This design comes from an exercise in tuning for small area on the open sky130 flow, not from production work. The RTL was checked by simulation tests, not by an equivalence proof against the original design. The flow treats the clock pin as an ideal source, which a real chip does not have. No activity file was given, so power comes from the tool's default toggle rates.

## firp
module firp(
  input clock,
  input reset,
  output done,
  input start,
  input wire [15:0] input_sample,
  output [15:0] output_sample2);
reg  [3:0]  ph;
reg         pend;      
reg         act;       
reg         fresh;     
reg  [15:0] C;         
reg  [15:0] W [0:17];  
reg  [8:0]  cyn;       
reg  [16:0] acc;       
wire ph0   = (ph == 4'd0);
wire last  = act & ph0;                   
wire win   = (act & ~ph0) | (pend & ph0);
wire ready = ~pend & (~act | ph0);
wire take  = start & ready;
wire is15  = (ph == 4'd15);
wire [17:0] t;
wire        c0 = win & C[ph];
genvar k;
generate
  for (k = 0; k < 18; k = k + 1) begin : g_tap
    assign t[k] = W[k][0] & win;
  end
endgenerate
wire [17:0] tn  = ~t;
wire        c0n = ~c0;
wire [8:0] pa = {tn[7:0], c0n};
wire [8:0] pb = {tn[9], tn[10], tn[11], tn[12], tn[13], tn[14], tn[15], tn[16], tn[17]};
wire [8:0] psn, pcn;
genvar p;
generate
  for (p = 0; p < 9; p = p + 1) begin : g_pre
    fa3 u_pre (.a(pa[p]), .b(pb[p]), .c(cyn[p]), .s(psn[p]), .co(pcn[p]));
  end
endgenerate
wire [8:0] ps   = ~psn;
wire       midn = tn[8];
wire       mid  = ~midn;
wire s4, c4;
fa3 u_4 (.a(acc[0]), .b(ps[2]), .c(ps[4]), .s(s4), .co(c4));
wire c7 = ps[5] & s4;
wire s16, c16;
fa3 u_16 (.a(acc[1]), .b(ps[0]), .c(psn[1]), .s(s16), .co(c16));
wire s19, c19;
  ...
Settings: LEC_CHECK=0, CAP_MARGIN=0, CORE_MARGIN=2, CORE_UTILIZATION=80, SLEW_MARGIN=0, SYNTH_HIERARCHICAL=1, SYNTH_MINIMUM_KEEP_SIZE=0; clock period 20.0 ns.
standard.sh (not shown) runs the stock make flow with config.mk's settings and CLKGATE_MAP_FILE= SYNTH_SCRIPT=/design/flow/synth_recipe.tcl, a recipe that flattens the netlist after the stock synthesis.
==> flow/flow/run.sh <==
#!/bin/bash
# The standard layout (bash standard.sh) with three changes:
#  - ports get the smallest buffer (buf_1) instead of the delay buffer that
#    buffer_ports picks by default; every port is still buffered;
#  - clock tree: sink clusters of at most 32 flip-flops, clkbuf_16 buffers
#    above them, and no dummy loads;
#  - after CTS, flow/swap_clock.tcl turns the root buffer and the sink-cluster
#    buffers into inverters (two inversions on every clock path), then the
#    standard flow continues from the changed 4_cts.odb.
# make's full output goes to flow_make_cts.log and flow_make.log, the
# swap's to swap_clock.log, here; each ORFS step also keeps its
# own log under orfs/logs/.
set -euo pipefail
export BUFFER_PORTS_ARGS="-buffer_cell sky130_fd_sc_hd__buf_1"
export CTS_ARGS='-sink_clustering_enable -repair_clock_nets -sink_clustering_size 32 -sink_clustering_max_diameter 100 -buf_list {sky130_fd_sc_hd__clkbuf_16} -sink_clustering_buffer sky130_fd_sc_hd__clkbuf_16 -root_buf sky130_fd_sc_hd__clkbuf_16 -tree_buf sky130_fd_sc_hd__clkbuf_16 -dont_use_dummy_load'
bash standard.sh cts > flow_make_cts.log 2>&1
res=orfs/results/sky130hd/firp/base
ODB=$res/4_cts.odb SDC=$res/4_cts.sdc OUT_ODB=$res/4_cts.odb \
  openroad -no_splash -exit flow/swap_clock.tcl > swap_clock.log 2>&1
bash standard.sh > flow_make.log 2>&1
==> flow/flow/swap_clock.tcl <==
# After CTS: the root buffer (clkbuf_16) becomes an inverter (clkinv_2) and each
# leaf buffer (clkbuf_16) becomes an inverter (inv_12), which drives as well at
# two thirds of the area. Every path from the clock port to a flip-flop passes
# the root, the middle buffers and one leaf: two inversions, so every flip-flop
# still sees the clock's rising edge. The middle buffers are clkbuf_16 (chosen
# in CTS) so that the leaf inverters get sharp input edges.
# usage: ODB=... SDC=... OUT_ODB=... openroad -exit swap_clock.tcl (FLOW_HOME set)
read_db $::env(ODB)
read_liberty $::env(FLOW_HOME)/platforms/sky130hd/lib/sky130_fd_sc_hd__tt_025C_1v80.lib
read_sdc $::env(SDC)
source $::env(FLOW_HOME)/platforms/sky130hd/setRC.tcl
set db [ord::get_db]
set block [ord::get_db_block]

proc replace_inst {inst mname inpin outpin} {
  global db block
  set master [$db findMaster $mname]
  set name [$inst getName]
  set loc [$inst getLocation]
  set orient [$inst getOrient]
  set oldm [$inst getMaster]
  set innet [[$inst findITerm A] getNet]
  set outnet [[$inst findITerm X] getNet]
  odb::dbInst_destroy $inst
  set ni [odb::dbInst_create $block $master $name]
  $ni setOrient $orient
  $ni setLocation [lindex $loc 0] [lindex $loc 1]
  $ni setPlacementStatus PLACED
  $ni setSourceType TIMING
  [$ni findITerm A] connect $innet
  [$ni findITerm $outpin] connect $outnet
  puts "replaced $name [$oldm getName] -> $mname"
}

# classify the clock buffers by what they drive
set root {}; set mids {}; set leaves {}
foreach inst [$block getInsts] {
  set m [[$inst getMaster] getName]
  if {![string match "sky130_fd_sc_hd__clkbuf_*" $m]} continue
  set out [[$inst findITerm X] getNet]
  set drives_ff 0; set drives_buf 0
  foreach it [$out getITerms] {
    if {[$it isOutputSignal]} continue
    set lm [[[$it getInst] getMaster] getName]
    if {[string match "*clkbuf*" $lm]} { set drives_buf 1 } else { set drives_ff 1 }
  }
  set in [[$inst findITerm A] getNet]
  set from_port [expr {[llength [$in getBTerms]] > 0}]
  if {$from_port} { lappend root $inst } elseif {$drives_ff} { lappend leaves $inst } else { lappend mids $inst }
}
puts "root [llength $root] mids [llength $mids] leaves [llength $leaves]"
if {[llength $root] != 1} { error "expected one root buffer" }
# every path: root -> (mids)* -> leaf; the inversions must be even on every path
foreach i $root { replace_inst $i sky130_fd_sc_hd__clkinv_2 A Y }
foreach i $leaves { replace_inst $i sky130_fd_sc_hd__inv_12 A Y }

add_global_connection -net {VDD} -inst_pattern {.*} -pin_pattern {VPWR} -power
add_global_connection -net {VDD} -inst_pattern {.*} -pin_pattern {VPB}
add_global_connection -net {VSS} -inst_pattern {.*} -pin_pattern {VGND} -ground
add_global_connection -net {VSS} -inst_pattern {.*} -pin_pattern {VNB}
global_connect
detailed_placement
check_placement -verbose
set_propagated_clock [all_clocks]
estimate_parasitics -placement
report_clock_skew
foreach inst [get_cells *] {
  set m [get_property $inst ref_name]
  if {[string match "*dfxtp*" $m] || [string match "*dfrtp*" $m] || [string match "*edfxtp*" $m] || [string match "*dfstp*" $m]} {
    set p [get_pins [get_full_name $inst]/CLK]
    lappend sl [get_property $p slew_max_rise] [get_property $p slew_max_fall]
  }
}
puts "max clk pin slew [tcl::mathfunc::max {*}$sl]"
report_worst_slack -min
report_worst_slack -max
if {[info exists ::env(OUT_ODB)]} { write_db $::env(OUT_ODB) }
The first run ended with an error in clock tree synthesis (4_1_cts), error DPL-0033.
Edit:
Settings changed: CORE_UTILIZATION 80 to 75.
- The new run passed the timing, DRC and antenna checks
- area after synthesis is unchanged
- synthesized cell count is unchanged
Edit:
--- a/flow/flow/run.sh
+++ b/flow/flow/run.sh
@@ -3,5 +3,5 @@
 #  - ports get the smallest buffer (buf_1) instead of the delay buffer that
 #    buffer_ports picks by default; every port is still buffered;
-#  - clock tree: sink clusters of at most 32 flip-flops, clkbuf_16 buffers
+#  - clock tree: sink clusters of at most 32 flip-flops, clkbuf_8 buffers
 #    above them, and no dummy loads;
 #  - after CTS, flow/swap_clock.tcl turns the root buffer and the sink-cluster
@@ -13,5 +13,5 @@
 set -euo pipefail
 export BUFFER_PORTS_ARGS="-buffer_cell sky130_fd_sc_hd__buf_1"
-export CTS_ARGS='-sink_clustering_enable -repair_clock_nets -sink_clustering_size 32 -sink_clustering_max_diameter 100 -buf_list {sky130_fd_sc_hd__clkbuf_16} -sink_clustering_buffer sky130_fd_sc_hd__clkbuf_16 -root_buf sky130_fd_sc_hd__clkbuf_16 -tree_buf sky130_fd_sc_hd__clkbuf_16 -dont_use_dummy_load'
+export CTS_ARGS='-sink_clustering_enable -repair_clock_nets -sink_clustering_size 32 -sink_clustering_max_diameter 100 -buf_list {sky130_fd_sc_hd__clkbuf_16} -sink_clustering_buffer sky130_fd_sc_hd__clkbuf_16 -root_buf sky130_fd_sc_hd__clkbuf_8 -tree_buf sky130_fd_sc_hd__clkbuf_8 -dont_use_dummy_load'
 bash standard.sh cts > flow_make_cts.log 2>&1
 res=orfs/results/sky130hd/firp/base
--- a/flow/flow/swap_clock.tcl
+++ b/flow/flow/swap_clock.tcl
@@ -1,7 +1,7 @@
-# After CTS: the root buffer (clkbuf_16) becomes an inverter (clkinv_2) and each
+# After CTS: the root buffer (clkbuf_8) becomes an inverter (clkinv_2) and each
 # leaf buffer (clkbuf_16) becomes an inverter (inv_12), which drives as well at
 # two thirds of the area. Every path from the clock port to a flip-flop passes
 # the root, the middle buffers and one leaf: two inversions, so every flip-flop
-# still sees the clock's rising edge. The middle buffers are clkbuf_16 (chosen
+# still sees the clock's rising edge. The middle buffers are clkbuf_8 (chosen
 # in CTS) so that the leaf inverters get sharp input edges.
 # usage: ODB=... SDC=... OUT_ODB=... openroad -exit swap_clock.tcl (FLOW_HOME set)
After rerunning: The changed run completed without violations; worst setup slack is about the same; synthesized area is unchanged; sequential power is about the same; die area is unchanged; total power came out lower by about 1.3%; non-clock buffer count stays the same; via count is higher by 0.69%; routed wire length went up by about 1%; fmax stays flat; core utilization went down by 0.17 points.
Edit:
--- a/flow/flow/run.sh
+++ b/flow/flow/run.sh
@@ -3,5 +3,5 @@
 #  - ports get the smallest buffer (buf_1) instead of the delay buffer that
 #    buffer_ports picks by default; every port is still buffered;
-#  - clock tree: sink clusters of at most 32 flip-flops, clkbuf_8 buffers
+#  - clock tree: sink clusters of at most 32 flip-flops, clkbuf_16 buffers
 #    above them, and no dummy loads;
 #  - after CTS, flow/swap_clock.tcl turns the root buffer and the sink-cluster
@@ -13,5 +13,5 @@
 set -euo pipefail
 export BUFFER_PORTS_ARGS="-buffer_cell sky130_fd_sc_hd__buf_1"
-export CTS_ARGS='-sink_clustering_enable -repair_clock_nets -sink_clustering_size 32 -sink_clustering_max_diameter 100 -buf_list {sky130_fd_sc_hd__clkbuf_16} -sink_clustering_buffer sky130_fd_sc_hd__clkbuf_16 -root_buf sky130_fd_sc_hd__clkbuf_8 -tree_buf sky130_fd_sc_hd__clkbuf_8 -dont_use_dummy_load'
+export CTS_ARGS='-sink_clustering_enable -repair_clock_nets -sink_clustering_size 32 -sink_clustering_max_diameter 100 -buf_list {sky130_fd_sc_hd__clkbuf_16} -sink_clustering_buffer sky130_fd_sc_hd__clkbuf_16 -root_buf sky130_fd_sc_hd__clkbuf_16 -tree_buf sky130_fd_sc_hd__clkbuf_16 -dont_use_dummy_load'
 bash standard.sh cts > flow_make_cts.log 2>&1
 res=orfs/results/sky130hd/firp/base
--- a/flow/flow/swap_clock.tcl
+++ b/flow/flow/swap_clock.tcl
@@ -1,9 +1,2 @@
-# After CTS: the root buffer (clkbuf_8) becomes an inverter (clkinv_2) and each
-# leaf buffer (clkbuf_16) becomes an inverter (inv_12), which drives as well at
-# two thirds of the area. Every path from the clock port to a flip-flop passes
-# the root, the middle buffers and one leaf: two inversions, so every flip-flop
-# still sees the clock's rising edge. The middle buffers are clkbuf_8 (chosen
-# in CTS) so that the leaf inverters get sharp input edges.
-# usage: ODB=... SDC=... OUT_ODB=... openroad -exit swap_clock.tcl (FLOW_HOME set)
 read_db $::env(ODB)
 read_liberty $::env(FLOW_HOME)/platforms/sky130hd/lib/sky130_fd_sc_hd__tt_025C_1v80.lib
@@ -54,4 +47,12 @@
 foreach i $root { replace_inst $i sky130_fd_sc_hd__clkinv_2 A Y }
 foreach i $leaves { replace_inst $i sky130_fd_sc_hd__inv_12 A Y }
+foreach i $mids {
+  set n 0
+  foreach it [[[$i findITerm X] getNet] getITerms] { if {![$it isOutputSignal]} { incr n } }
+  if {$n <= 4} {
+    $i swapMaster [$db findMaster sky130_fd_sc_hd__clkbuf_8]
+    puts "resized [$i getName] (drives $n) -> sky130_fd_sc_hd__clkbuf_8"
+  }
+}
 
 add_global_connection -net {VDD} -inst_pattern {.*} -pin_pattern {VPWR} -power
Result: Die area stays the same; final cell count barely changes; design area barely changes.

==> separate check: timing with driven ports <==
The flow's constraints put no driver on any port. The routed layouts listed below were extracted and timed again, unchanged, in two steps.
Step 1, drivers: a clkbuf_16 drives clock and a buf_2 each remaining input, both assumed.
Step 2 times the ports against the registers' clock, not the clock port: input delays grow and output delays shrink by t, the midpoint of the rising clock arrivals with the driver on.
Three values: no drivers, after step 1, after step 2; two values: the first two.
| run | t, ns | setup WS [ns] | hold slack, ns | slew at the worst register clock pin (ns) |
|---|---|---|---|---|
| the second run | 0.504 | 6.900 / 6.862 / 7.365 | 0.287 / 0.287 / 0.287 | 0.11 / 0.11 |
| the third run | 0.520 | 6.899 / 6.865 / 7.385 | 0.259 / 0.259 / 0.259 | 0.13 / 0.13 |
| the fourth run | 0.504 | 6.847 / 6.808 / 7.311 | 0.321 / 0.321 / 0.321 | 0.12 / 0.12 |
After both steps every run listed still meets setup and hold.
